Background: an optimization exercise with open tools, aiming at small area. Do not read the settings as production practice.
Only simulation tests tie the RTL to the original design; equivalence was not proved.
Power and IR drop assume default switching activity.

==> design/flow/design.v <==
module MasterShell(
    input             i_clk,
    input             i_reset,
    input      [7:0]  i_dat,
    output     [7:0]  o_dat,
    output    [15:0]  o_addr,
    output            o_cs,
    output            o_we,
    input             i_ack,
    output            o_hsync,
    output            o_vsync,
    output            o_pixel,
    input             i_uart_rx,
    output            o_uart_tx
);
wire [15:0] vga_addr;
wire        vga_active;
wire [7:0]  uart_dat;
wire [15:0] uart_addr;
wire        uart_we;
wire        uart_cs;
wire slave_hit = (uart_addr[15:1] == 15'h7ff8);
wire reg_we    = ~vga_active & uart_we & slave_hit;
MonoVgaText vga0(
    .i_clk(i_clk),
    .i_reset(i_reset),
    .i_dat(i_dat),
    .i_reg_we(reg_we),
    .i_reg_sel(uart_addr[0]),
    .o_addr(vga_addr),
    .o_active(vga_active),
    .o_hsync(o_hsync),
    .o_vsync(o_vsync),
    .o_pixel(o_pixel)
);
UartMaster uartmaster0(
    .i_clk(i_clk),
    .i_reset(i_reset),
    .i_data(i_dat),
    .o_data(uart_dat),
    .o_addr(uart_addr),
    .i_ack(~vga_active & i_ack),
    .o_we(uart_we),
    .o_cs(uart_cs),
    .i_uart_rx(i_uart_rx),
    .o_uart_tx(o_uart_tx)
);
assign o_dat  = uart_dat;
assign o_addr = vga_active ? vga_addr : uart_addr;
assign o_we   = ~vga_active & uart_we;
assign o_cs   = vga_active | (uart_cs & ~slave_hit);
endmodule
module MonoVgaText(
    input             i_clk,
    input             i_reset,
    input      [7:0]  i_dat,
    input             i_reg_we,
    input             i_reg_sel,
    output     [15:0] o_addr,
    output            o_active,
    output            o_hsync,
    output            o_vsync,
    output            o_pixel
);
reg [9:0] x;
reg [9:0] y;
wire h_last = x[9] & x[8] & (&x[4:0]);    
wire v_last = y[9] & y[3] & y[2];         
always @(posedge i_clk)
begin
    x <= h_last ? 10'd0 : x + 10'd1;
    if (i_reset)
        x <= 10'd0;
end
always @(posedge i_clk)
begin
    if (h_last)
        y <= v_last ? 10'd0 : y + 10'd1;
    if (i_reset)
        y <= 10'd489;
end
wire vis_y = (y <= 10'd478);
wire vis_x = (x >= 10'd8) && (x <= 10'd647);
assign o_hsync = ~((x >= 10'd664) && (x <= 10'd759));
assign o_vsync = ~(((y == 10'd489) && (x != 10'd0)) || (y == 10'd490) ||
                   ((y == 10'd491) && (x == 10'd0)));
reg [3:0] r_font_base;
reg [3:0] r_screen_base;
reg [7:0] r_cursor;
always @(posedge i_clk)
begin
    if (i_reg_we) begin
        if (i_reg_sel)
            r_cursor <= i_dat;
        else
            {r_font_base, r_screen_base} <= i_dat;
    end
    if (i_reset) begin
        r_font_base   <= 4'h0;
        r_screen_base <= 4'h1;
        r_cursor      <= 8'd219;
    end
end
reg [18:0] blink;
always @(posedge i_clk)
    if (i_reset)
        blink <= 19'd0;
    else if (&x[4:0])
        blink <= blink + 19'd1;
wire start_fetch = vis_y && (x[2:0] == 3'd3) && (x[9:3] <= 7'd80);
reg [3:0] r_phases;
always @(posedge i_clk)
    r_phases <= {r_phases[2:0], start_fetch};
wire [11:0] rel_addr = {{3'd0, y[8:4]} + {1'b0, y[8:4], 2'b0} + {5'd0, x[9:7]}, x[6:3]};
wire on_cursor = blink[18] && (y[8:4] == 5'd0) && (x[9:3] == 7'd0);
wire [7:0] character = on_cursor ? r_cursor : i_dat;
reg [11:0] r_addr;
always @(posedge i_clk)
    r_addr <= r_phases[1] ? {character, y[3:0]} : rel_addr;
reg [7:0] r_fontline;
always @(posedge i_clk)
    r_fontline <= r_phases[3] ? i_dat : {r_fontline[6:0], 1'b0};
assign o_active = r_phases[0] | r_phases[2];
assign o_addr   = {r_phases[2] ? r_font_base : r_screen_base, r_addr};
assign o_pixel  = vis_x && vis_y && r_fontline[7];
endmodule
module UartMaster(
    input  i_clk,
    input  i_reset,
    input  [7:0]  i_data,
    output [7:0]  o_data,
    output [15:0] o_addr,
    input  i_ack,
    output o_we,
    output o_cs,
    input  i_uart_rx,
    output o_uart_tx
);
wire uart_tx_ready;
wire uart_tx_pulse;
wire uart_rx_received;
wire [7:0] uart_rx_dat;
wire [3:0] uart_tx_nibble;
UartProtocol uartprotocol0 (
    .i_clk(i_clk),
    .i_reset(i_reset),
    .i_ack(i_ack),
    .i_dat(i_data),
    .o_dat(o_data),
    .o_addr(o_addr),
    .o_we(o_we),
    .o_cs(o_cs),
    .i_uart_received_pulse(uart_rx_received),
    .i_uart_dat(uart_rx_dat),
    .i_uart_send_ready(uart_tx_ready),
    .o_uart_send_pulse(uart_tx_pulse),
    .o_uart_nibble(uart_tx_nibble)
);
uart_rx uart_rx0(
    .i_clk(i_clk),
    .i_reset(i_reset),
    .o_dat(uart_rx_dat),
    .o_received(uart_rx_received),
    .rx(i_uart_rx)
);
uart_tx uart_tx0(
    .i_clk(i_clk),
    .i_reset(i_reset),
    .i_nibble(uart_tx_nibble),
    .i_start(uart_tx_pulse),
    .o_ready(uart_tx_ready),
    .tx(o_uart_tx)
);
endmodule
module UartProtocol (
    input i_clk,
    input i_reset,
    input i_ack,
    input [7:0] i_dat,
    output [7:0] o_dat,
    output [15:0] o_addr,
    output o_we,
    output o_cs,
    input i_uart_received_pulse,
    input [7:0] i_uart_dat,
    input i_uart_send_ready,
    output o_uart_send_pulse,
    output [3:0] o_uart_nibble
);
localparam
    MODE_ADDRESS = 0,
    MODE_WRITE   = 1;
reg r_mode;
wire address_pulse      = i_uart_received_pulse && (i_uart_dat == "L");
wire write_pulse        = i_uart_received_pulse && (i_uart_dat == "W");
wire perform_read_pulse = i_uart_received_pulse && (i_uart_dat == "R");
always @(posedge i_clk)
begin
    if (address_pulse || i_reset)
        r_mode <= MODE_ADDRESS;
    if (write_pulse)
        r_mode <= MODE_WRITE;
end
reg [1:0] r_nibble_idx;
always @(posedge i_clk)
begin
    if (address_pulse || write_pulse || perform_read_pulse || i_reset)
        r_nibble_idx <= 0;
    else if (i_uart_received_pulse)
        r_nibble_idx <= r_nibble_idx + 1'b1;
end
wire [7:0] nibble_09 = i_uart_dat - 8'd48;
wire [7:0] nibble_af = i_uart_dat - 8'd87;
wire [7:0] nibble    = i_uart_dat[6] ? nibble_af : nibble_09;
wire nibble_valid = ~|nibble[7:4] && i_uart_received_pulse;
wire perform_write_pulse = (r_mode == MODE_WRITE) && nibble_valid && r_nibble_idx[0];
reg r_wstate;
reg [1:0] r_rstate;
wire write_done_pulse = r_wstate && i_ack;
wire read_done_pulse  = (r_rstate == 2'd1) && i_ack;
reg [7:0] r_data;
always @(posedge i_clk)
begin
    if (r_mode == MODE_WRITE && nibble_valid) begin
        if (r_nibble_idx[0])
            r_data[7:4] <= nibble[3:0];
        else
            r_data[3:0] <= nibble[3:0];
    end
    if (read_done_pulse)
        r_data <= i_dat;
end
always @(posedge i_clk)
begin
    case (r_wstate)
        1'b0: if (perform_write_pulse) r_wstate <= 1'b1;
        1'b1: if (i_ack) r_wstate <= 1'b0;
    endcase
    if (i_reset)
        r_wstate <= 1'b0;
end
always @(posedge i_clk)
begin
    case (r_rstate)
        2'd0: if (perform_read_pulse) r_rstate <= 2'd1;
        2'd1: if (i_ack)              r_rstate <= 2'd2;
        2'd2: if (i_uart_send_ready)  r_rstate <= 2'd3;
        2'd3: if (i_uart_send_ready)  r_rstate <= 2'd0;
    endcase
    if (i_reset)
        r_rstate <= 2'd0;
end
assign o_uart_nibble     = (r_rstate == 2'd2) ? r_data[7:4] : r_data[3:0];
assign o_uart_send_pulse = r_rstate[1] && i_uart_send_ready;
reg [15:0] r_address;
always @(posedge i_clk)
begin
    if (r_mode == MODE_ADDRESS && nibble_valid) begin
        case (r_nibble_idx)
            2'd0: r_address[3:0]   <= nibble[3:0];
            2'd1: r_address[7:4]   <= nibble[3:0];
            2'd2: r_address[11:8]  <= nibble[3:0];
            2'd3: r_address[15:12] <= nibble[3:0];
        endcase
    end
    if (read_done_pulse || write_done_pulse)
        r_address <= r_address + 1'b1;
    if (i_reset)
        r_address <= 16'h0000;
end
assign o_cs   = r_wstate || (r_rstate == 2'd1);
assign o_we   = r_wstate;
assign o_addr = r_address;
assign o_dat  = r_data;
endmodule
module uart_rx(
    input i_clk,
    input i_reset,
    output [7:0] o_dat,
    output o_received,
    input rx
);
reg [7:0] baud_rx;
localparam
    IDLE = 10,
    STARTBIT = 11,
    STOPBIT = 8,
    INTERRUPT = 9;
reg [3:0] state_rx;
wire baud_start = (state_rx == IDLE) && (rx == 1'b0);
wire baud_reset = (baud_rx == 8'd217);
wire tick_rx    = (baud_rx == 8'd108);
always @(posedge i_clk)
    if (baud_start || baud_reset)
        baud_rx <= 8'd0;
    else
        baud_rx <= baud_rx + 8'd1;
assign o_received = (state_rx == INTERRUPT);
reg [7:0] rx_buf;
always @(posedge i_clk) begin
    case (state_rx)
        IDLE:
            if (rx == 1'b0)
                state_rx <= STARTBIT;
        STARTBIT:
            if (tick_rx)
                state_rx <= rx ? IDLE : 4'd0;
        STOPBIT:
            if (tick_rx)
                state_rx <= rx ? INTERRUPT : IDLE;
        INTERRUPT:
            state_rx <= IDLE;
        default:
            if (tick_rx) begin
                rx_buf   <= {rx, rx_buf[7:1]};
                state_rx <= state_rx + 4'd1;
            end
    endcase
    if (i_reset)
        state_rx <= IDLE;
end
assign o_dat = rx_buf;
endmodule
module uart_tx(
    input i_clk,
    input i_reset,
    input [3:0] i_nibble,
    input i_start,
    output o_ready,
    output tx
);
reg [3:0] r_nibble;
always @(posedge i_clk)
    if (i_start)
        r_nibble <= i_nibble;
wire [7:0] ascii = {4'd0, r_nibble} + ((r_nibble > 4'd9) ? 8'd87 : 8'd48);
reg [7:0] baud_tx;
wire tick_tx = (baud_tx == 8'd217);
wire idle;
always @(posedge i_clk)
    if (idle || tick_tx)
        baud_tx <= 8'd0;
    else
        baud_tx <= baud_tx + 8'd1;
localparam
    STOPBIT1  = 4'd8,
    INTERRUPT = 4'd10,
    IDLE      = 4'd11,
    STARTBIT  = 4'd12;
reg [3:0] state_tx;
assign tx = (state_tx < STOPBIT1)  ? ascii[state_tx[2:0]] :
            (state_tx == STARTBIT) ? 1'b0 : 1'b1;
assign idle = (state_tx == IDLE);
always @(posedge i_clk)
begin
    case (state_tx)
        INTERRUPT:
            state_tx <= IDLE;
        IDLE:
            if (i_start)
                state_tx <= STARTBIT;
        STARTBIT:
            if (tick_tx)
                state_tx <= 4'd0;
        default:
            if (tick_tx)
                state_tx <= state_tx + 4'd1;
    endcase
    if (i_reset)
        state_tx <= IDLE;
end
assign o_ready = idle;
endmodule
==> design/flow/run.sh <==
#!/bin/bash
# synth_recipe.tcl (not shown) runs the flow's synth.tcl, then flattens the netlist and writes it again
# the make line also repeats each setting of config.mk as NAME=value (left out here)
make -C /OpenROAD-flow-scripts/flow DESIGN_CONFIG=/design/flow/config.mk WORK_HOME=/design/flow/orfs CLKGATE_MAP_FILE= SYNTH_SCRIPT=/design/flow/synth_recipe.tcl finish
==> design/flow/config.mk <==
export PLATFORM = sky130hd
export DESIGN_NAME = MasterShell
export DESIGN_NICKNAME = MasterShell
export VERILOG_FILES = /design/flow/design.v
export SDC_FILE = /design/flow/constraint.sdc
export NUM_CORES = 4
export LEC_CHECK = 0
export CAP_MARGIN = 20
export CORE_MARGIN = 2
export CORE_UTILIZATION = 40
export SLEW_MARGIN = 20
==> design/flow/constraint.sdc <==
create_clock -name core_clock -period 10.0 [get_ports {i_clk}]
set_input_delay 2.0000 -clock core_clock [delete_from_list [all_inputs] [get_ports {i_clk}]]
set_output_delay 2.0000 -clock core_clock [all_outputs]
set_load 0.01 [all_outputs]
==> results.tsv, run 1 <==
stage	metric	value	unit
outcome	status	complete, no violations	
placement	place_area	8420	µm²
pwr	pwr-share-comb	0.200	
floorplan	core	19300	µm²
clock_tree	cts.clk_slew.worst_paths	0.06	ns
run	cap_violations	0	
min_path	whs_path_depth	1	
floorplan	start_util	0.404	
synthesis	synthesis.instances	850	
timing	fin_skew	0.00504	ns
placement	routabilityCongestion	0.842	
critical_path	critPathMaxFanout	9	
timing	relSlewSlack	0.397	
global_route	grt_pass1_vias	5756	
critical_path	worstSetupPathType	reg2out	
pwr	switching_share	0.303	
clock_tree	numCtsBuffers	17	
placement	dpl.hpwl	13000	µm
detailed_routing	remaining_drc_errors	0	
critical_path	startpoint_type	flip-flop	
pwr	power	1.63	mW
pwr	power.leakage	3.43	nW
critical_path	reg2reg_from	uartmaster0.uart_rx0.rx_buf[4]	
detailed_routing	via_per_inst	5.33	
global_route	grt_overflow	0	
clock_tree	hold_buffers	0	
min_path	hold_class	reg2reg	
placement	io_buffer_count	41	
floorplan	die_w	144	µm
synthesis	synth_edf_count	20	
clock_tree	clk_path_buf_depth	2	
layout	area_growth	15.5	%
timing	period_share	0.501	
global_route	grt_usage	0.185	
floorplan	num_io_pins	42	
floorplan	dieHeight	144	µm
timing	max_slew.worst_pin.slew	0.904	ns
detailed_routing	totalWireLength	18100	µm
floorplan	die_area	20600	µm²
critical_path	ff2ff_path_depth	7	
clock_tree	post-cts-setup-buffers	0	
pwr	intPower	1.13	mW
layout	antenna_cells	0	
critical_path	endpoint_kind	output port	
detailed_routing	drt_pass1_iterations	5	
critical_path	cp.required	8.00	ns
synthesis	netlist_area	7790	µm²
detailed_routing	wl_per_cell	15.6	µm
clock_tree	cts_resized	0	
global_route	grt_max_degree	57	
timing	setup_viol	0	
pwr	switching_power	0.494	mW
synthesis	synth_area_per_cell	9.17	µm²
min_path	worstHoldEndpoint	vga0.r_fontline[3]	
synthesis	synth_ff_type	dfxtp_1	
clock_tree	cts_tree	built	
critical_path	rrSetupSlack	7.19	ns
critical_path	r2r_end	uartmaster0.uartprotocol0.r_data[3]	
detailed_routing	ant_nets	0	
synthesis	async_flop_share	0	
clock_tree	root_buffer	clkbuf_16	
synthesis	yosysSeqAreaShare	0.398	
clock_tree	h-tree-depth	4	
clock_tree	cts.sinks	145	
clock_tree	clk_latency	0.42	ns
pwr	p_per_area	181	nW/µm²
pwr	clockPowerShare	0.381	
pwr	ir_worst_vdd	0.000113	V
timing	min_period	5.01	ns
synthesis	yosysWarnings	4	
timing	rsz0062_at_grt	false	
timing	max_freq	199	MHz
critical_path	worstSetupStartpoint	uartmaster0.uart_tx0.r_nibble[1]	
global_route	grt_pass1_wl	29900	µm
timing	slew_viol_final	0	
layout	stdcell_area	9000	µm²
timing	hold_ws	0.451	ns
layout	nets	944	
synthesis	netlist-cell-type-count	75	
floorplan	rows	51	
timing	fin_tns_setup	0	ns
synthesis	syn_nets	911	
timing	hold_viol_final	0	
detailed_routing	drtIter0Drc	484	
critical_path	crit_arrival	3.01	ns
pwr	seq_power_share	0.419	
synthesis	synth.ff_latch_count	145	
layout	drive_gt1_frac	0.0938	
layout	filler_cell_count	1872	
min_path	holdCritStartpoint	vga0.r_fontline[2]	
global_route	antenna_found_initial	0	
detailed_routing	routed-via-count	6192	
## power by group through the flow
stage	logic (mW)	registers [mW]	clock network (mW)
2_1_floorplan	0.246	0.675	0
3_3_place_gp	0.325	0.694	0
3_5_place_dp	0.326	0.694	0
4_1_cts	0.328	0.681	0.635
5_1_grt	0.371	0.687	0.662
6_report	0.326	0.682	0.621
## flip-flops by register name, indices dropped and copies added, names as in the netlist, 8 cells and up
name	flops
vga0.r_fontline	8
vga0.x	10
uartmaster0.uartprotocol0.r_data	8
uartmaster0.uartprotocol0.r_address	16
uartmaster0.uart_rx0.rx_buf	8
vga0.y	10
uartmaster0.uart_tx0.baud_tx	8
uartmaster0.uart_rx0.baud_rx	8
vga0.r_addr	12
vga0.blink	19
vga0.r_cursor	8
## cells by family (layout without fill, tap and decap cells)
family                     Yosys count  after routing  share of synthesized area
buffers and inverters               72            118                     0.0373
AOI/OAI and AO/OA                  152            152                      0.129
xor gates and xnor gates            48             48                     0.0539
muxes                               66             66                     0.0918
DFF                                145            145                      0.398
and+or+nand+nor                    318            318                      0.210
adders and majority gates           49             49                     0.0806
## worst max-delay path by stage
stage,endpoint,slack (ns),depth (start not counted)
2_1_floorplan,o_uart_tx,6.00,8
3_3_place_gp,o_uart_tx,5.51,8
3_5_place_dp,o_uart_tx,5.43,8
4_1_cts,o_uart_tx,4.97,8
5_1_grt,o_uart_tx,4.80,10
6_report,o_uart_tx,4.99,8
## critical path, stage by stage, from the launching register on
cell,delay [ns]
edfxtp_1,0.50
nor2_1,0.19
nor2b_1,0.09
ha_1,0.37
a311oi_1,0.25
a21oi_1,0.06
mux4_2,0.48
o22a_1,0.18
clkdlybuf4s50_1,0.47
## metal layers
layer / vias to the layer above / track usage / wire length [µm]
met3: 21 / 0.0363 / 621
met4: 0 / 0.0583 / 268
li1: 3146 / - / -
met1: 2913 / 0.256 / 8910
met5: - / 0 / 0
met2: 112 / 0.292 / 8320
## layout make-up
type | count | area [µm²] | share of cell area
tap | 265 | 332 | 0.0368
clock buffer | 20 | 478 | 0.0531
inverter | 42 | 158 | 0.0175
clock inverter | 12 | 105 | 0.0117
sequential | 145 | 3100 | 0.345
timing repair buffer | 44 | 428 | 0.0475
multi-input combinational | 633 | 4400 | 0.489
## placed cells by master, fill, tap and decap left out, drive strengths merged, types with 4 or more instances in the layout
cell type / instances
a211oi: 9
a21o: 7
a21oi: 39
a31oi: 12
and2: 7
and3: 13
and4: 7
buf: 4
clkbuf: 20
clkdlybuf4s50: 40
clkinv: 6
dfxtp: 125
edfxtp: 20
ha: 47
inv: 44
mux2: 34
mux2i: 31
nand2: 62
nand2b: 13
nand3: 33
nand3b: 6
nand4: 21
nor2: 94
nor2b: 8
nor3: 15
nor3b: 4
nor4: 14
o21ai: 39
o22ai: 4
o311ai: 7
or3: 7
or4: 5
xnor2: 26
xor2: 22
## stage by stage
step | instances | setup slack, ns | util
2_1_floorplan | 850 | 6.00 | -
3_3_place_gp | 1129 | 5.51 | 0.437
3_5_place_dp | 1129 | 5.43 | 0.437
4_1_cts | 1161 | 4.97 | 0.467
5_1_grt | 1161 | 4.80 | 0.467
6_report | 1161 | 4.99 | 0.467
## synth_stat cells (all sizes together), types with 5 or more instances
master  number  area share
dfxtp      125        0.32
nor2        94       0.045
nand2       62       0.030
ha          47       0.075
inv         42       0.020
a21oi       39       0.025
o21ai       39       0.025
mux2        34       0.049
nand3       33       0.021
mux2i       31       0.040
xnor2       26       0.029
xor2        22       0.025
nand4       21       0.017
edfxtp      20       0.077
clkbuf      16      0.0077
nor3        15      0.0096
buf         14      0.0093
nor4        14       0.014
and3        13       0.010
nand2b      13       0.010
a31oi       12      0.0096
a211oi       9       0.010
nor2b        8      0.0064
a21o         7      0.0067
and2         7      0.0058
and4         7      0.0079
o311ai       7      0.0079
or3          7      0.0056
nand3b       6      0.0074
or4          5      0.0053
==> run 2: changes to the inputs <==
--- a/design/flow/design.v
+++ b/design/flow/design.v
@@ -210,8 +210,10 @@
         r_nibble_idx <= r_nibble_idx + 1'b1;
 end
-wire [7:0] nibble_09 = i_uart_dat - 8'd48;
-wire [7:0] nibble_af = i_uart_dat - 8'd87;
-wire [7:0] nibble    = i_uart_dat[6] ? nibble_af : nibble_09;
-wire nibble_valid = ~|nibble[7:4] && i_uart_received_pulse;
+wire [3:0] d = i_uart_dat[3:0];
+wire [3:0] nibble = i_uart_dat[6] ? {~(d[3] ^ (d[2] & d[1] & d[0])), d[2] ^ (d[1] & d[0]), d[1] ^ d[0], ~d[0]} : d;
+wire is_09 = (i_uart_dat[7:4] == 4'h3);
+wire is_57 = (i_uart_dat[7:4] == 4'h5) && (d >= 4'd7);
+wire is_60 = (i_uart_dat[7:4] == 4'h6) && (d <= 4'd6);
+wire nibble_valid = (is_09 || is_57 || is_60) && i_uart_received_pulse;
 wire perform_write_pulse = (r_mode == MODE_WRITE) && nibble_valid && r_nibble_idx[0];
 reg r_wstate;
@@ -289,11 +291,11 @@
 reg [3:0] state_rx;
 wire baud_start = (state_rx == IDLE) && (rx == 1'b0);
-wire baud_reset = (baud_rx == 8'd217);
-wire tick_rx    = (baud_rx == 8'd108);
+wire baud_reset = (baud_rx == 8'd115);
+wire tick_rx    = (baud_rx == 8'd72);
 always @(posedge i_clk)
     if (baud_start || baud_reset)
         baud_rx <= 8'd0;
     else
-        baud_rx <= baud_rx + 8'd1;
+        baud_rx <= {baud_rx[6:0], ~(baud_rx[7] ^ baud_rx[5] ^ baud_rx[4] ^ baud_rx[3])};
 assign o_received = (state_rx == INTERRUPT);
 reg [7:0] rx_buf;
@@ -334,7 +336,19 @@
     if (i_start)
         r_nibble <= i_nibble;
-wire [7:0] ascii = {4'd0, r_nibble} + ((r_nibble > 4'd9) ? 8'd87 : 8'd48);
+wire letter = r_nibble[3] & (r_nibble[2] | r_nibble[1]);
+reg [3:0] low;
+always @(*)
+    case (r_nibble)
+        4'ha: low = 4'h1;
+        4'hb: low = 4'h2;
+        4'hc: low = 4'h3;
+        4'hd: low = 4'h4;
+        4'he: low = 4'h5;
+        4'hf: low = 4'h6;
+        default: low = r_nibble;
+    endcase
+wire [7:0] ascii = {1'b0, letter, 1'b1, ~letter, low};
 reg [7:0] baud_tx;
-wire tick_tx = (baud_tx == 8'd217);
+wire tick_tx = (baud_tx == 8'd115);
 wire idle;
 always @(posedge i_clk)
@@ -342,5 +356,5 @@
         baud_tx <= 8'd0;
     else
-        baud_tx <= baud_tx + 8'd1;
+        baud_tx <= {baud_tx[6:0], ~(baud_tx[7] ^ baud_tx[5] ^ baud_tx[4] ^ baud_tx[3])};
 localparam
     STOPBIT1  = 4'd8,
==> design/flow/flow/run.sh (new file) <==
#!/bin/bash
# Standard synthesis, then the combinational logic remapped for area with
# Yosys/ABC (flip-flops untouched), then the standard layout.
set -euo pipefail
W=$PWD
F=$W/flow
R=$W/orfs/results/$FLOW_PLATFORM/MasterShell/base
LIB=$FLOW_HOME/platforms/$FLOW_PLATFORM/lib/sky130_fd_sc_hd__tt_025C_1v80.lib

bash standard.sh synth > $W/std_synth.log 2>&1

mkdir -p $W/resyn
python3 $F/splitlib.py $LIB $F/dontuse.txt $W/resyn > $W/splitlib.log 2>&1
cp $R/1_2_yosys.v $W/resyn/in.v
cp $F/resyn.ys $F/abc.script $W/resyn/
(cd $W/resyn && yosys -l $W/resyn.log -q resyn.ys) > /dev/null 2>&1
cp $W/resyn/out.v $R/1_2_yosys.v
rm -f $R/1_synth.odb $W/resyn/*.lib

bash standard.sh finish > $W/std_layout.log 2>&1
==> design/flow/flow/abc.script (new file) <==
strash
ifraig
scorr
dc2
balance
rewrite
refactor
balance
rewrite
rewrite -z
balance
refactor -z
rewrite -z
balance
strash
dch -f
amap
==> design/flow/flow/dontuse.txt (new file) <==
sky130_fd_sc_hd__fill_1
sky130_fd_sc_hd__fill_2
sky130_fd_sc_hd__fill_4
sky130_fd_sc_hd__fill_8
sky130_fd_sc_hd__lpflow_bleeder_1
sky130_fd_sc_hd__lpflow_clkbufkapwr_1
sky130_fd_sc_hd__lpflow_clkbufkapwr_16
sky130_fd_sc_hd__lpflow_clkbufkapwr_2
sky130_fd_sc_hd__lpflow_clkbufkapwr_4
sky130_fd_sc_hd__lpflow_clkbufkapwr_8
sky130_fd_sc_hd__lpflow_clkinvkapwr_1
sky130_fd_sc_hd__lpflow_clkinvkapwr_16
sky130_fd_sc_hd__lpflow_clkinvkapwr_2
sky130_fd_sc_hd__lpflow_clkinvkapwr_4
sky130_fd_sc_hd__lpflow_clkinvkapwr_8
sky130_fd_sc_hd__lpflow_decapkapwr_12
sky130_fd_sc_hd__lpflow_decapkapwr_3
sky130_fd_sc_hd__lpflow_decapkapwr_4
sky130_fd_sc_hd__lpflow_decapkapwr_6
sky130_fd_sc_hd__lpflow_decapkapwr_8
sky130_fd_sc_hd__lpflow_inputiso0n_1
sky130_fd_sc_hd__lpflow_inputiso0p_1
sky130_fd_sc_hd__lpflow_inputiso1n_1
sky130_fd_sc_hd__lpflow_inputiso1p_1
sky130_fd_sc_hd__lpflow_inputisolatch_1
sky130_fd_sc_hd__lpflow_isobufsrc_1
sky130_fd_sc_hd__lpflow_isobufsrc_16
sky130_fd_sc_hd__lpflow_isobufsrc_2
sky130_fd_sc_hd__lpflow_isobufsrc_4
sky130_fd_sc_hd__lpflow_isobufsrc_8
sky130_fd_sc_hd__lpflow_isobufsrckapwr_16
sky130_fd_sc_hd__lpflow_lsbuf_lh_hl_isowell_tap_1
sky130_fd_sc_hd__lpflow_lsbuf_lh_hl_isowell_tap_2
sky130_fd_sc_hd__lpflow_lsbuf_lh_hl_isowell_tap_4
sky130_fd_sc_hd__lpflow_lsbuf_lh_isowell_4
sky130_fd_sc_hd__lpflow_lsbuf_lh_isowell_tap_1
sky130_fd_sc_hd__lpflow_lsbuf_lh_isowell_tap_2
sky130_fd_sc_hd__lpflow_lsbuf_lh_isowell_tap_4
sky130_fd_sc_hd__probe_p_8
sky130_fd_sc_hd__probec_p_8
==> design/flow/flow/resyn.ys (new file) <==
# Remap the combinational logic of the standard synthesis' netlist for area.
# The flip-flops stay as they are, with their names and cell types.
read_liberty -lib seq.lib
read_liberty -ignore_miss_func comb.lib
read_verilog in.v
hierarchy -top MasterShell
flatten
opt -purge
abc -liberty map.lib -D 10000 -script abc.script
opt_clean -purge
setundef -zero
hilomap -singleton -hicell sky130_fd_sc_hd__conb_1 HI -locell sky130_fd_sc_hd__conb_1 LO
splitnets
opt_clean -purge
stat -liberty map.lib -liberty seq.lib
write_verilog -noattr -nohex -nodec out.v
==> design/flow/flow/splitlib.py (new file) <==
# Split a liberty file into its combinational cells (comb.lib), its sequential
# cells (seq.lib) and the combinational cells that mapping may use (map.lib).
import re, sys

lib, dontuse_file, outdir = sys.argv[1:4]
src = open(lib).read()
dont = set(open(dontuse_file).read().split())
pat = re.compile(r'\bcell\s*\(\s*"?([\w]+)"?\s*\)\s*\{')
m = pat.search(src)
head = src[:m.start()]
pos = m.start()
cells = []
while True:
    m = pat.search(src, pos)
    if not m:
        break
    depth = 0
    j = m.end() - 1
    while True:
        c = src[j]
        if c == '{':
            depth += 1
        elif c == '}':
            depth -= 1
            if depth == 0:
                break
        j += 1
    cells.append((m.group(1), src[m.start():j + 1]))
    pos = j + 1
tail = src[pos:]
seq_re = re.compile(r'\b(ff|latch|ff_bank|latch_bank|statetable)\s*\(')
comb = [(n, t) for n, t in cells if not seq_re.search(t)]
seq = [(n, t) for n, t in cells if seq_re.search(t)]
usable = [t for n, t in comb if n not in dont and 'lpflow' not in n and 'probe' not in n]
open(outdir + '/comb.lib', 'w').write(head + "\n".join(t for n, t in comb) + tail)
open(outdir + '/seq.lib', 'w').write(head + "\n".join(t for n, t in seq) + tail)
open(outdir + '/map.lib', 'w').write(head + "\n".join(usable) + tail)
print(len(comb), len(seq), len(usable))
==> design/flow/standard.sh (new file) <==
#!/bin/bash
# synth_recipe.tcl (not shown) runs the flow's synth.tcl, then flattens the netlist and writes it again
# the make line also repeats each setting of config.mk as NAME=value (left out here)
make -C /OpenROAD-flow-scripts/flow DESIGN_CONFIG=/design/flow/config.mk WORK_HOME=/design/flow/orfs CLKGATE_MAP_FILE= SYNTH_SCRIPT=/design/flow/synth_recipe.tcl "${@:-finish}"
removed: design/flow/run.sh
==> results.tsv, run 2 <==
stage	metric	value	unit
clock_tree	hold_buffers	0	
placement	routabilityCongestion	0.905	
min_path	holdCritStartpoint	vga0.r_phases[0]	
layout	drive_gt1_frac	0.0384	
run	cap_violations	0	
clock_tree	h-tree-depth	4	
synthesis	yosysWarnings	4	
synthesis	synthesis.instances	758	
clock_tree	cts_resized	0	
timing	max_slew.worst_pin.slew	1.03	ns
clock_tree	clk_path_buf_depth	2	
clock_tree	cts.sinks	145	
layout	instances_no_fill	1021	
global_route	grt_max_degree	58	
clock_tree	post-cts-setup-buffers	0	
placement	io_buffer_count	41	
layout	antenna_cells	0	
layout	final_common_cell	nor2_1	
timing	fin_skew	0.00745	ns
critical_path	worstSetupPathType	in2reg	
layout	largestRegisters	vga0.blink (19), uartmaster0.uartprotocol0.r_address (16), vga0.r_addr (12)	
timing	setup_ws	5.00	ns
detailed_routing	drt_pass1_iterations	5	
layout	layout_common_cells	167 x nor2_1, 125 x dfxtp_1, 96 x clkinv_1	
timing	max_freq	200	MHz
critical_path	crit_top_cell	nand2_1	
detailed_routing	wl_per_cell	15.2	µm
placement	dpl.hpwl	11300	µm
clock_tree	clk_latency	0.42	ns
clock_tree	root_buffer	clkbuf_16	
global_route	grt_overflow	0	
synthesis	netlist_area	6180	µm²
pwr	power	1.32	mW
layout	area_growth	19.0	%
global_route	grt_usage	0.198	
layout	fin_util	0.486	
detailed_routing	drtIter0Drc	350	
global_route	grt_pass1_vias	5259	
detailed_routing	via_per_inst	5.44	
timing	hold_viol_final	0	
critical_path	critPathMaxFanout	8	
clock_tree	numCtsBuffers	17	
timing	period_share	0.500	
floorplan	die_area	16500	µm²
floorplan	rows	45	
synthesis	syn_nets	770	
pwr	clockPowerShare	0.426	
floorplan	start_util	0.408	
floorplan	dieHeight	128	µm
critical_path	ff2ff_path_depth	15	
pwr	p_per_area	179	nW/µm²
critical_path	reg2reg_from	vga0.r_phases[2]	
critical_path	path_cells	clkdlybuf4s50_1 -> nand2_1 -> nor3_1 -> nor2_1 -> nor3_1 -> nand2_1 -> nor2_1 -> nand2_1 -> nor2_1 -> nand2_1 -> nor3_1 -> nand2_1 -> a31oi_1 -> nor2_1	
floorplan	num_io_pins	42	
outcome	status	complete, no violations	
placement	dp_cells	989	
floorplan	die_w	128	µm
timing	min_period	5.00	ns
placement	dp_slack	4.65	ns
pwr	intPower	0.973	mW
pwr	ir_worst_vdd	0.000116	V
layout	nets	832	
synthesis	synth_area_per_cell	8.15	µm²
detailed_routing	routed-via-count	5555	
floorplan	core	15100	µm²
critical_path	slowest_stage	nor3_1	
critical_path	endpoint_kind	flip-flop	
global_route	grt_pass1_wl	25500	µm
timing	fin_tns_setup	0	ns
clock_tree	cts_tree	built	
critical_path	crit_path_max_incr_delay	0.65	ns
min_path	hold_class	reg2reg	
pwr	pwr-share-comb	0.091	
detailed_routing	ant_nets	0	
timing	slew_viol_final	0	
min_path	whs_path_depth	0	
critical_path	startpoint_type	primary input	
critical_path	crit_arrival	5.30	ns
global_route	antenna_found_initial	0	
detailed_routing	totalWireLength	15600	µm
timing	rsz0062_at_grt	false	
timing	relSlewSlack	0.306	
clock_tree	cts.clk_slew.worst_paths	0.06	ns
pwr	switching_share	0.263	
pwr	power.leakage	2.58	nW
detailed_routing	remaining_drc_errors	0	
critical_path	cp.required	10.29	ns
pwr	switching_power	0.347	mW
timing	setup_viol	0	
pwr	seq_power_share	0.483	
layout	largest_reg_flops	19	
layout	top_register	vga0.blink	
critical_path	worstSetupStartpoint	i_ack	
run 2: cell count changes in the layout (fill, tap and decap cells not counted), moves of 19 or more:
| cell | before | now |
|---|---|---|
| clkinv_1 | 0 | 96 |
| ha_1 | 47 | 0 |
| inv_1 | 42 | 0 |
| mux2_2 | 34 | 0 |
| mux2i_1 | 31 | 0 |
| nand3_1 | 33 | 14 |
| nor2_1 | 94 | 167 |
| nor3_1 | 15 | 47 |
| xnor2_1 | 26 | 0 |
| xor2_1 | 22 | 0 |
run 2: metrics by stage:
step	hold slack, ns	cell area, µm²
2_1_floorplan	0.355	6180
3_3_place_gp	0.416	6830
3_5_place_dp	0.410	6830
4_1_cts	0.418	7350
5_1_grt	0.426	7350
6_report	0.421	7350
run 2: final timing paths:
| kind | endpoint | slack (ns) |
|---|---|---|
| setup / recovery | uartmaster0.uartprotocol0.r_address[12] | 5.00 |
| hold / removal | vga0.r_phases[1] | 0.42 |
| setup reg to reg | uartmaster0.uartprotocol0.r_address[12] | 6.15 |
| hold reg to reg | vga0.r_phases[1] | 0.42 |
run 2: critical path, delay by kind of cell:
family,cells,cell delay (ns)
compound gates,1,0.18
simple gates,12,2.62
buf+inv,1,0.48
run 2: layer usage:
metal	vias up	global-route usage	part of all wire
li1	2830	-	-
met1	2563	0.250	0.46
met2	139	0.327	0.47
met3	23	0.0501	0.050
met4	0	0.0737	0.017
met5	-	0	0
run 2: power groups by stage:
stage | sequential [mW] | combinational, mW | clock [mW]
floorplan | 0.644 | 0.0868 | 0
global placement | 0.648 | 0.114 | 0
detailed placement | 0.649 | 0.118 | 0
CTS | 0.637 | 0.120 | 0.574
global route | 0.641 | 0.139 | 0.599
finish | 0.637 | 0.121 | 0.561
run 2: layout make-up:
cell class,count,area [µm²]
Inverter,94,353
Fill cell,1419,7790
Tap cell,188,235
Sequential cell,145,3100
Multi-Input combinational cell,519,2720
Clock buffer,18,429
Clock inverter,14,91.3
Timing Repair Buffer,43,420
==> run 3: changes to the inputs <==
--- a/design/flow/flow/run.sh
+++ b/design/flow/flow/run.sh
@@ -1,5 +1,6 @@
 #!/bin/bash
 # Standard synthesis, then the combinational logic remapped for area with
-# Yosys/ABC (flip-flops untouched), then the standard layout.
+# Yosys/ABC (flip-flops untouched), then the standard layout with buf_1 port
+# buffers.
 set -euo pipefail
 W=$PWD
@@ -18,3 +19,7 @@
 rm -f $R/1_synth.odb $W/resyn/*.lib
 
-bash standard.sh finish > $W/std_layout.log 2>&1
+EXTRA=("BUFFER_PORTS_ARGS=-buffer_cell sky130_fd_sc_hd__buf_1")
+if [[ -f $F/cts_args.txt ]]; then
+  EXTRA+=("CTS_ARGS=$(cat $F/cts_args.txt)")
+fi
+bash standard.sh "${EXTRA[@]}" finish > $W/std_layout.log 2>&1
==> design/flow/flow/abc.script (replaced) <==
strash
&get -n
&deepsyn -T 60
&put
dch -f
amap
--- a/design/flow/config.mk
+++ b/design/flow/config.mk
@@ -9,3 +9,4 @@
 export CORE_MARGIN = 2
 export CORE_UTILIZATION = 40
+export CTS_BUF_LIST = sky130_fd_sc_hd__clkbuf_8
 export SLEW_MARGIN = 20
==> results.tsv, run 3 <==
stage	metric	value	unit
placement	dpl.hpwl	10900	µm
layout	antenna_cells	0	
global_route	grt_pass1_wl	24000	µm
timing	setup_viol	0	
outcome	status	complete, no violations	
clock_tree	cts.clk_slew.worst_paths	0.07	ns
layout	largest_reg_flops	19	
critical_path	rrSetupSlack	6.22	ns
detailed_routing	remaining_drc_errors	0	
synthesis	synthesis.instances	728	
synthesis	syn_nets	740	
layout	layout_common_cells	134 x nor2_1, 125 x dfxtp_1, 100 x clkinv_1	
timing	period_share	0.467	
critical_path	crit_arrival	5.06	ns
run	cap_violations	0	
placement	io_buffer_count	41	
layout	top_register	vga0.blink	
detailed_routing	wl_per_cell	14.8	µm
critical_path	startpoint_type	primary input	
detailed_routing	totalWireLength	14600	µm
timing	max_freq	214	MHz
layout	nets	802	
floorplan	dieHeight	126	µm
floorplan	core	14600	µm²
layout	largestRegisters	vga0.blink (19), uartmaster0.uartprotocol0.r_address (16), vga0.r_addr (12)	
detailed_routing	drtIter0Drc	408	
floorplan	num_io_pins	42	
timing	max_slew.worst_pin.slew	0.966	ns
detailed_routing	ant_nets	0	
timing	hold_viol_final	0	
pwr	ir_worst_vdd	0.0000744	V
clock_tree	root_buffer	clkbuf_8	
layout	final_common_cell	nor2_1	
critical_path	worstSetupStartpoint	i_ack	
detailed_routing	via_per_inst	5.35	
timing	fin_skew	0.0129	ns
pwr	power.leakage	2.34	nW
timing	fin_tns_setup	0	ns
critical_path	crit_path_max_incr_delay	0.74	ns
pwr	p_per_area	160	nW/µm²
critical_path	crit_top_cell	nor2_1	
critical_path	slowest_stage	nor3_1	
timing	min_period	4.67	ns
critical_path	worstSetupEndpoint	uartmaster0.uartprotocol0.r_address[10]	
timing	relSlewSlack	0.351	
clock_tree	cts_resized	0	
critical_path	path_depth	18	
global_route	antenna_found_initial	0	
clock_tree	cts.sinks	145	
critical_path	cp.required	10.39	ns
global_route	grt_pass1_vias	4998	
global_route	grt_max_degree	40	
clock_tree	cts_tree	built	
global_route	grt_overflow	0	
synthesis	yosysWarnings	4	
synthesis	netlist_area	5990	µm²
global_route	grt_usage	0.190	
floorplan	die_w	126	µm
critical_path	worstSetupPathType	in2reg	
min_path	hold_class	reg2reg	
layout	drive_gt1_frac	0.0362	
floorplan	rows	44	
timing	slew_viol_final	0	
detailed_routing	routed-via-count	5276	
critical_path	worst-path-buf-inv	3	
critical_path	endpoint_kind	flip-flop	
critical_path	r2r_end	uartmaster0.uartprotocol0.r_address[10]	
clock_tree	post-cts-setup-buffers	0	
clock_tree	h-tree-depth	4	
critical_path	path_cells	buf_1 -> nand2_1 -> nor3_1 -> nor2_1 -> clkinv_1 -> nand2_1 -> nor2_1 -> nand2_1 -> nor2_1 -> nand2_1 -> nor2_1 -> nand2_1 -> nor2_1 -> clkinv_1 -> nor3_1 -> o21ai_0 -> o21a_1 -> nor2_1	
clock_tree	hold_buffers	0	
min_path	holdCritStartpoint	vga0.r_phases[0]	
synthesis	synth_area_per_cell	8.22	µm²
detailed_routing	drt_pass1_iterations	5	
clock_tree	clk_path_buf_depth	2	
floorplan	die_area	16000	µm²
critical_path	ff2ff_path_depth	19	
clock_tree	numCtsBuffers	17	
clock_tree	clk_latency	0.45	ns
layout	instances_no_fill	986	
layout	area_growth	13.2	%
critical_path	critPathMaxFanout	10	
placement	routabilityCongestion	0.884	
timing	rsz0062_at_grt	false	
critical_path	reg2reg_from	vga0.r_phases[2]	
placement	dp_cells	955	
floorplan	start_util	0.410	
critical_path	path_delay_family	simple AND/OR/NAND/NOR gates	
-- run 3: metal layers --
metal	track usage	wire length [µm]	part of all wire
met1	0.246	6920	0.47
met2	0.313	6770	0.46
met3	0.0426	636	0.044
met4	0.0724	249	0.017
met5	0	0	0
-- run 3: stage by stage --
step / setup WS (ns) / power, mW / util / hold slack [ns] / cell area [µm²]
floorplan: 5.57 / 0.623 / - / 0.345 / 5990
global placement: 5.17 / 0.635 / 0.438 / 0.382 / 6390
detailed placement: 4.97 / 0.635 / 0.438 / 0.380 / 6390
CTS: 5.45 / 1.09 / 0.464 / 0.400 / 6780
global route: 5.03 / 1.12 / 0.464 / 0.402 / 6780
finish: 5.33 / 1.08 / 0.464 / 0.397 / 6780
-- run 3: worst min path at each step --
stage / cells after the start / to
finish: 0 / vga0.r_phases[1]
global route: 0 / vga0.r_phases[1]
CTS: 0 / vga0.r_phases[1]
detailed placement: 0 / vga0.r_phases[1]
global placement: 0 / vga0.r_phases[1]
floorplan: 0 / vga0.r_phases[1]
-- run 3: where the power goes --
group / switching [mW] / leakage (nW) / internal, mW
sequential: 0.00259 / 1.19 / 0.593
clock: 0.207 / 0.221 / 0.252
combinational: 0.0191 / 0.932 / 0.00721
-- run 3: area by class of cell --
class                           instances  area, µm²
Tap cell                              184        230
Fill cell                            1430       7810
Inverter                              100        375
Timing Repair Buffer                   43        170
Clock inverter                         12        129
Clock buffer                           19        262
Sequential cell                       145       3100
Multi-Input combinational cell        483       2510
==> run 4: changes to the inputs <==
--- a/design/flow/flow/run.sh
+++ b/design/flow/flow/run.sh
@@ -2,5 +2,6 @@
 # Standard synthesis, then the combinational logic remapped for area with
 # Yosys/ABC (flip-flops untouched), then the standard layout with buf_1 port
-# buffers.
+# buffers and a clock tree of clkbuf_4 without dummy loads (clkbuf_8 if the
+# flip-flop clock pins' slew comes out too high).
 set -euo pipefail
 W=$PWD
@@ -19,7 +20,12 @@
 rm -f $R/1_synth.odb $W/resyn/*.lib
 
-EXTRA=("BUFFER_PORTS_ARGS=-buffer_cell sky130_fd_sc_hd__buf_1")
-if [[ -f $F/cts_args.txt ]]; then
-  EXTRA+=("CTS_ARGS=$(cat $F/cts_args.txt)")
+PORTS="BUFFER_PORTS_ARGS=-buffer_cell sky130_fd_sc_hd__buf_1"
+CTS="CTS_ARGS=-sink_clustering_enable -repair_clock_nets -dont_use_dummy_load -buf_list"
+bash standard.sh "$PORTS" "$CTS sky130_fd_sc_hd__clkbuf_4" finish > $W/std_layout.log 2>&1
+
+LIB=$LIB RESULTS=$R OUT=$W/clkslew.txt openroad -no_init -exit $F/clkslew.tcl > $W/clkslew.log 2>&1
+if (( $(cat $W/clkslew.txt) > 125 )); then
+  mkdir -p $W/first
+  mv $R/4_* $R/5_* $R/6_* $W/out/final.def $W/first/
+  bash standard.sh "$PORTS" "$CTS sky130_fd_sc_hd__clkbuf_8" finish > $W/std_layout2.log 2>&1
 fi
-bash standard.sh "${EXTRA[@]}" finish > $W/std_layout.log 2>&1
==> design/flow/flow/clkslew.tcl (new file) <==
# Largest slew at a flip-flop clock pin of the final layout, in ps.
read_liberty $::env(LIB)
read_db $::env(RESULTS)/6_final.odb
read_sdc $::env(RESULTS)/6_final.sdc
read_spef $::env(RESULTS)/6_final.spef
set_propagated_clock [all_clocks]
set worst 0
foreach pin [all_registers -clock_pins -edge_triggered] {
  foreach edge {rise fall} {
    foreach analysis {min max} {
      set s [expr {[sta::time_ui_sta [get_property $pin slew_${analysis}_$edge]] * 1e12}]
      set worst [expr {max($worst, $s)}]
    }
  }
}
set f [open $::env(OUT) w]
puts $f [expr {int(ceil($worst))}]
close $f
==> results.tsv, run 4 <==
stage	metric	value	unit
critical_path	crit_arrival	5.57	ns
min_path	holdCritStartpoint	vga0.r_phases[2]	
global_route	grt_pass1_vias	5013	
floorplan	core	14600	µm²
layout	multi_input_area	2550	µm²
clock_tree	numCtsBuffers	17	
critical_path	ff2ff_path_depth	20	
floorplan	die_w	127	µm
global_route	grt_max_degree	38	
layout	top_register	vga0.blink	
pwr	p_per_area	144	nW/µm²
timing	setup_ws	4.86	ns
detailed_routing	wl_per_cell	14.2	µm
timing	period_share	0.514	
timing	hold_ws	0.401	ns
timing	fin_tns_setup	0	ns
global_route	grt_pass1_wl	23900	µm
clock_tree	root_buffer	clkbuf_4	
detailed_routing	routed-via-count	5361	
global_route	antenna_found_initial	0	
critical_path	cp.required	10.43	ns
critical_path	worstSetupPathType	in2reg	
timing	setup_viol	0	
clock_tree	cts.clk_slew.worst_paths	0.11	ns
placement	dpl.hpwl	10600	µm
layout	fin_util	0.448	
synthesis	syn_nets	749	
layout	layout_common_cells	155 x nor2_1, 125 x dfxtp_1, 96 x clkinv_1	
pwr	intPower	0.707	mW
clock_tree	clk_path_buf_depth	2	
outcome	status	complete, no violations	
critical_path	slowest_stage	nor3_1	
pwr	ir_worst_vdd	0.0000728	V
critical_path	startpoint_type	primary input	
min_path	hold_class	reg2reg	
layout	instances_no_fill	981	
layout	area_growth	8.78	%
clock_tree	clk_latency	0.52	ns
critical_path	rrSetupSlack	5.78	ns
pwr	power	0.939	mW
critical_path	endpoint_kind	flip-flop	
pwr	switching_share	0.247	
timing	slew_viol_final	0	
clock_tree	h-tree-depth	4	
placement	place_area	6410	µm²
detailed_routing	ant_nets	0	
synthesis	netlist_area	6010	µm²
layout	stdcell_area	6540	µm²
detailed_routing	via_per_inst	5.46	
critical_path	path_cells	buf_1 -> nand2_1 -> nor3_1 -> nor2_1 -> clkinv_1 -> nand2_1 -> nor2_1 -> nand2_1 -> nor2_1 -> clkinv_1 -> nor2_1 -> clkinv_1 -> nor3_1 -> and3_1 -> and3_1 -> and2_0 -> and3_1 -> nand2_1 -> a22oi_1 -> o22ai_1	
timing	min_period	5.14	ns
floorplan	rows	44	
layout	nets	811	
pwr	seq_power_share	0.655	
pwr	clockPowerShare	0.261	
clock_tree	cts_tree	built	
critical_path	r2r_end	uartmaster0.uartprotocol0.r_address[15]	
global_route	grt_usage	0.185	
synthesis	yosysWarnings	4	
layout	regArea	3100	µm²
layout	antenna_cells	0	
pwr	power.leakage	2.28	nW
timing	relSlewSlack	0.384	
floorplan	start_util	0.412	
timing	rsz0062_at_grt	false	
min_path	whs_path_depth	0	
clock_tree	post-cts-setup-buffers	0	
layout	largest_reg_flops	19	
detailed_routing	drtIter0Drc	315	
placement	dp_cells	964	
detailed_routing	totalWireLength	14000	µm
layout	filler_cell_count	1460	
timing	max_freq	194	MHz
critical_path	crit_path_max_incr_delay	0.60	ns
clock_tree	cts_resized	0	
floorplan	dieHeight	127	µm
layout	largestRegisters	vga0.blink (19), uartmaster0.uartprotocol0.r_address (16), vga0.r_addr (12)	
pwr	switching_power	0.232	mW
synthesis	synth_area_per_cell	8.16	µm²
run	cap_violations	0	
placement	dp_slack	4.36	ns
floorplan	num_io_pins	42	
min_path	worstHoldEndpoint	vga0.r_phases[3]	
floorplan	die_area	16000	µm²
placement	routabilityCongestion	0.840	
synthesis	synthesis.instances	737	
global_route	grt_overflow	0	
detailed_routing	remaining_drc_errors	0	
clock_tree	hold_buffers	0	
critical_path	critPathMaxFanout	8	
detailed_routing	drt_pass1_iterations	5	
pwr	pwr-share-comb	0.084	
layout	final_common_cell	nor2_1	
timing	hold_viol_final	0	
timing	max_slew.worst_pin.slew	0.914	ns
timing	fin_skew	0.0217	ns
layout	drive_gt1_frac	0.0251	
placement	io_buffer_count	41	
critical_path	reg2reg_from	vga0.r_phases[0]	
clock_tree	cts.sinks	145	
run 4: worst max path at each step:
stage | slack [ns] | depth (start not counted) | to | startpoint
final | 4.86 | 20 | uartmaster0.uartprotocol0.r_address[15] | i_ack
after global routing | 4.36 | 20 | uartmaster0.uartprotocol0.r_address[15] | i_ack
after CTS | 4.94 | 20 | uartmaster0.uartprotocol0.r_address[15] | i_ack
after detailed placement | 4.36 | 20 | uartmaster0.uartprotocol0.r_address[15] | i_ack
after global placement | 4.51 | 20 | uartmaster0.uartprotocol0.r_address[15] | i_ack
after floorplan | 4.91 | 19 | uartmaster0.uartprotocol0.r_address[15] | i_ack
run 4: layout make-up:
| class | instances | area share |
|---|---|---|
| Clock buffer | 17 | 0.0195 |
| Sequential cell | 145 | 0.475 |
| Multi-Input combinational cell | 496 | 0.390 |
| Inverter | 96 | 0.0551 |
| Tap cell | 184 | 0.0352 |
| Timing Repair Buffer | 43 | 0.0260 |
run 4: power by group through the flow:
stage          clock network [mW]  registers, mW  logic, mW
4_1_cts                     0.259          0.615     0.0798
3_5_place_dp                    0          0.628     0.0797
6_report                    0.246          0.615     0.0786
2_1_floorplan                   0          0.626     0.0591
3_3_place_gp                    0          0.628     0.0782
5_1_grt                     0.282          0.618     0.0904
run 4: worst max-delay path, delay by kind of cell:
family,cells,cell delay [ns]
AO/OA/AOI/OAI,2,0.25
buffers and inverters,4,0.45
AND/OR/NAND/NOR,14,2.87
run 4: per-layer routing:
metal,GRT usage,wire length [µm],vias to the layer above
met5,0,0,-
met4,0.0543,189,0
met3,0.0489,962,18
met2,0.297,6410,154
met1,0.245,6400,2482
li1,-,-,2707
==> run 5: changes to the inputs <==
--- a/design/flow/flow/run.sh
+++ b/design/flow/flow/run.sh
@@ -12,11 +12,29 @@
 bash standard.sh synth > $W/std_synth.log 2>&1
 
+# remap with four ABC seeds in parallel and keep the smallest netlist
 mkdir -p $W/resyn
 python3 $F/splitlib.py $LIB $F/dontuse.txt $W/resyn > $W/splitlib.log 2>&1
-cp $R/1_2_yosys.v $W/resyn/in.v
-cp $F/resyn.ys $F/abc.script $W/resyn/
-(cd $W/resyn && yosys -l $W/resyn.log -q resyn.ys) > /dev/null 2>&1
-cp $W/resyn/out.v $R/1_2_yosys.v
-rm -f $R/1_synth.odb $W/resyn/*.lib
+for S in 0 5 7 13; do
+  D=$W/resyn/s$S
+  mkdir -p $D
+  cp $R/1_2_yosys.v $D/in.v
+  cp $F/resyn.ys $D/
+  ln -s ../comb.lib ../seq.lib ../map.lib $D/
+  sed "s/@SEED@/$S/" $F/abc.script.in > $D/abc.script
+  (cd $D && yosys -l $W/resyn_s$S.log -q resyn.ys > /dev/null 2>&1) &
+done
+wait
+BEST=""
+BEST_AREA=""
+for S in 0 5 7 13; do
+  A=$(grep -m1 "Chip area" $W/resyn_s$S.log | awk '{print $NF}' || true)
+  [[ -n "$A" && -f $W/resyn/s$S/out.v ]] || continue
+  if [[ -z "$BEST" ]] || python3 -c "import sys; sys.exit(0 if $A < $BEST_AREA else 1)"; then
+    BEST=$S; BEST_AREA=$A
+  fi
+done
+echo "best seed $BEST area $BEST_AREA" > $W/resyn_best.txt
+cp $W/resyn/s$BEST/out.v $R/1_2_yosys.v
+rm -f $R/1_synth.odb $W/resyn/*.lib $W/resyn/s*/*.lib
 
 PORTS="BUFFER_PORTS_ARGS=-buffer_cell sky130_fd_sc_hd__buf_1"
==> design/flow/flow/abc.script.in (new file) <==
strash
&get -n
&deepsyn -J 300 -T 240 -S @SEED@
&put
dch -f
amap
removed: design/flow/flow/abc.script
==> results.tsv, run 5 <==
stage	metric	value	unit
clock_tree	post-cts-setup-buffers	0	
floorplan	rows	44	
timing	period_share	0.448	
global_route	grt_max_degree	40	
detailed_routing	via_per_inst	5.44	
synthesis	synth_area_per_cell	8.39	µm²
pwr	seq_power_share	0.653	
pwr	ir_worst_vdd	0.0000848	V
pwr	pwr-share-comb	0.086	
timing	slew_viol_final	0	
timing	min_period	4.48	ns
clock_tree	cts.clk_slew.worst_paths	0.12	ns
critical_path	worst-path-buf-inv	2	
pwr	switching_share	0.249	
synthesis	syn_nets	722	
timing	fin_skew	0.0313	ns
clock_tree	cts.sinks	145	
placement	dp_cells	936	
floorplan	num_io_pins	42	
global_route	grt_pass1_wl	23100	µm
critical_path	worstSetupPathType	in2reg	
critical_path	startpoint_type	primary input	
clock_tree	hold_buffers	0	
placement	io_buffer_count	41	
layout	nets	783	
placement	dp_slack	5.00	ns
layout	final_common_cell	dfxtp_1	
timing	setup_viol	0	
detailed_routing	ant_nets	0	
clock_tree	cts_resized	0	
detailed_routing	drt_pass1_iterations	7	
clock_tree	clk_latency	0.53	ns
critical_path	path_delay_family	simple AND/OR/NAND/NOR gates	
timing	fin_tns_setup	0	ns
layout	instances_no_fill	953	
min_path	whs_path_depth	0	
placement	routabilityCongestion	0.880	
placement	dpl.hpwl	10500	µm
floorplan	core	14500	µm²
min_path	hold_class	reg2reg	
pwr	intPower	0.708	mW
layout	largest_reg_flops	19	
critical_path	reg2reg_from	vga0.r_phases[2]	
global_route	grt_pass1_vias	4878	
detailed_routing	wl_per_cell	14.6	µm
synthesis	netlist_area	5960	µm²
critical_path	ff2ff_path_depth	18	
timing	setup_ws	5.52	ns
clock_tree	clk_path_buf_depth	2	
critical_path	slowest_stage	nor3_1	
timing	max_freq	223	MHz
pwr	p_per_area	146	nW/µm²
detailed_routing	totalWireLength	13900	µm
pwr	power	0.943	mW
layout	top_register	vga0.blink	
layout	layout_common_cells	125 x dfxtp_1, 119 x nor2_1, 96 x clkinv_1	
min_path	worstHoldEndpoint	vga0.r_phases[1]	
floorplan	start_util	0.410	
detailed_routing	drtIter0Drc	327	
critical_path	crit_path_max_incr_delay	0.34	ns
clock_tree	cts_tree	built	
clock_tree	numCtsBuffers	17	
pwr	switching_power	0.235	mW
floorplan	die_area	15900	µm²
layout	largestRegisters	vga0.blink (19), uartmaster0.uartprotocol0.r_address (16), vga0.r_addr (12)	
critical_path	crit_top_cell	nand2_1	
synthesis	yosysWarnings	4	
critical_path	r2r_end	uartmaster0.uartprotocol0.r_address[15]	
detailed_routing	routed-via-count	5185	
timing	hold_viol_final	0	
critical_path	rrSetupSlack	6.17	ns
detailed_routing	remaining_drc_errors	0	
clock_tree	h-tree-depth	4	
critical_path	crit_arrival	4.92	ns
layout	drive_gt1_frac	0.0247	
timing	max_slew.worst_pin.slew	0.897	ns
pwr	clockPowerShare	0.261	
global_route	grt_usage	0.179	
outcome	status	complete, no violations	
run	cap_violations	0	
min_path	holdCritStartpoint	vga0.r_phases[0]	
clock_tree	root_buffer	clkbuf_4	
critical_path	critPathMaxFanout	4	
global_route	antenna_found_initial	0	
layout	fin_util	0.446	
timing	rsz0062_at_grt	false	
critical_path	endpoint_kind	flip-flop	
global_route	grt_overflow	0	
critical_path	path_cells	buf_1 -> clkinv_1 -> nor3_1 -> nand2_1 -> nor2_1 -> nand2_1 -> nor2_1 -> nand2_1 -> nor2_1 -> nand2_1 -> nor2_1 -> and3_1 -> nand2_1 -> nor2_1 -> and3_1 -> nand2_1 -> xor2_1 -> a221oi_1	
pwr	power.leakage	2.19	nW
floorplan	dieHeight	126	µm
critical_path	cp.required	10.44	ns
layout	antenna_cells	0	
layout	area_growth	8.74	%
synthesis	synthesis.instances	710	
timing	relSlewSlack	0.396	
floorplan	die_w	126	µm
run 5: per-stage QoR:
| step | cell area [µm²] | hold WS (ns) |
|---|---|---|
| finish | 6480 | 0.411 |
| global route | 6480 | 0.416 |
| CTS | 6480 | 0.413 |
| detailed placement | 6350 | 0.401 |
| global placement | 6350 | 0.405 |
| floorplan | 5960 | 0.345 |
run 5: power by group through the flow:
| stage | logic, mW | clock network, mW | registers (mW) |
|---|---|---|---|
| final | 0.0808 | 0.246 | 0.616 |
| after global routing | 0.0931 | 0.281 | 0.618 |
| after CTS | 0.0809 | 0.256 | 0.616 |
| after detailed placement | 0.0804 | 0 | 0.629 |
| after global placement | 0.0794 | 0 | 0.628 |
| after floorplan | 0.0605 | 0 | 0.626 |
run 5: layout make-up:
cell class / count / area, µm²
Multi-Input combinational cell: 469 / 2490
Sequential cell: 145 / 3100
Timing Repair Buffer: 42 / 163
Tap cell: 184 / 230
Inverter: 96 / 360
Fill cell: 1457 / 8060
Clock buffer: 17 / 128
run 5: how the worst max path moves through the flow:
stage	from	endpoint	slack (ns)	cells past startpoint
6_report	i_ack	uartmaster0.uartprotocol0.r_address[15]	5.52	18
5_1_grt	i_ack	uartmaster0.uartprotocol0.r_address[15]	5.05	18
4_1_cts	vga0.x[3]	o_vsync	5.52	9
3_5_place_dp	i_ack	uartmaster0.uartprotocol0.r_address[15]	5.00	18
3_3_place_gp	i_ack	uartmaster0.uartprotocol0.r_address[15]	5.14	18
2_1_floorplan	i_ack	uartmaster0.uartprotocol0.r_address[15]	5.58	17
run 5: layer usage:
metal | up-vias | share of wire | track usage
met3 | 18 | 0.045 | 0.0399
met2 | 123 | 0.47 | 0.291
met1 | 2398 | 0.47 | 0.236
li1 | 2646 | - | -
met4 | 0 | 0.016 | 0.0633
met5 | - | 0 | 0

## separate check: timing with driven ports
The flow's constraints put no driver on any port. The routed layouts listed below were extracted and timed again, unchanged, in two steps. Step 1 (the two cells are an assumption about what drives the block):
set clk [get_ports {i_clk}]
set_driving_cell -lib_cell sky130_fd_sc_hd__clkbuf_16 $clk
set_driving_cell -lib_cell sky130_fd_sc_hd__buf_2 [delete_from_list [all_inputs] $clk]
Step 2, shift: input delay + t, output delay - t, t = (earliest + latest rising clock arrival at the registers) / 2. This alone moves slack from input paths to output paths. a / b / c = ideal ports / drivers / drivers and shift; a / b = the first two.
run	t (ns)	setup WS [ns]	latest minus earliest clock arrival (ns)
run 1	0.465	4.986 / 4.942 / 5.407	0.005 / 0.005
run 2	0.461	4.997 / 5.013 / 4.552	0.007 / 0.008
run 3	0.478	5.331 / 5.344 / 4.865	0.013 / 0.013
run 4	0.552	4.858 / 4.867 / 4.314	0.033 / 0.033
run 5	0.547	5.525 / 5.501 / 4.974	0.035 / 0.035
After both steps setup and hold are still met in every run listed. The setup slack of run 5, which loses most, moves by -0.024 ns with the drivers and by -0.551 ns with both steps.
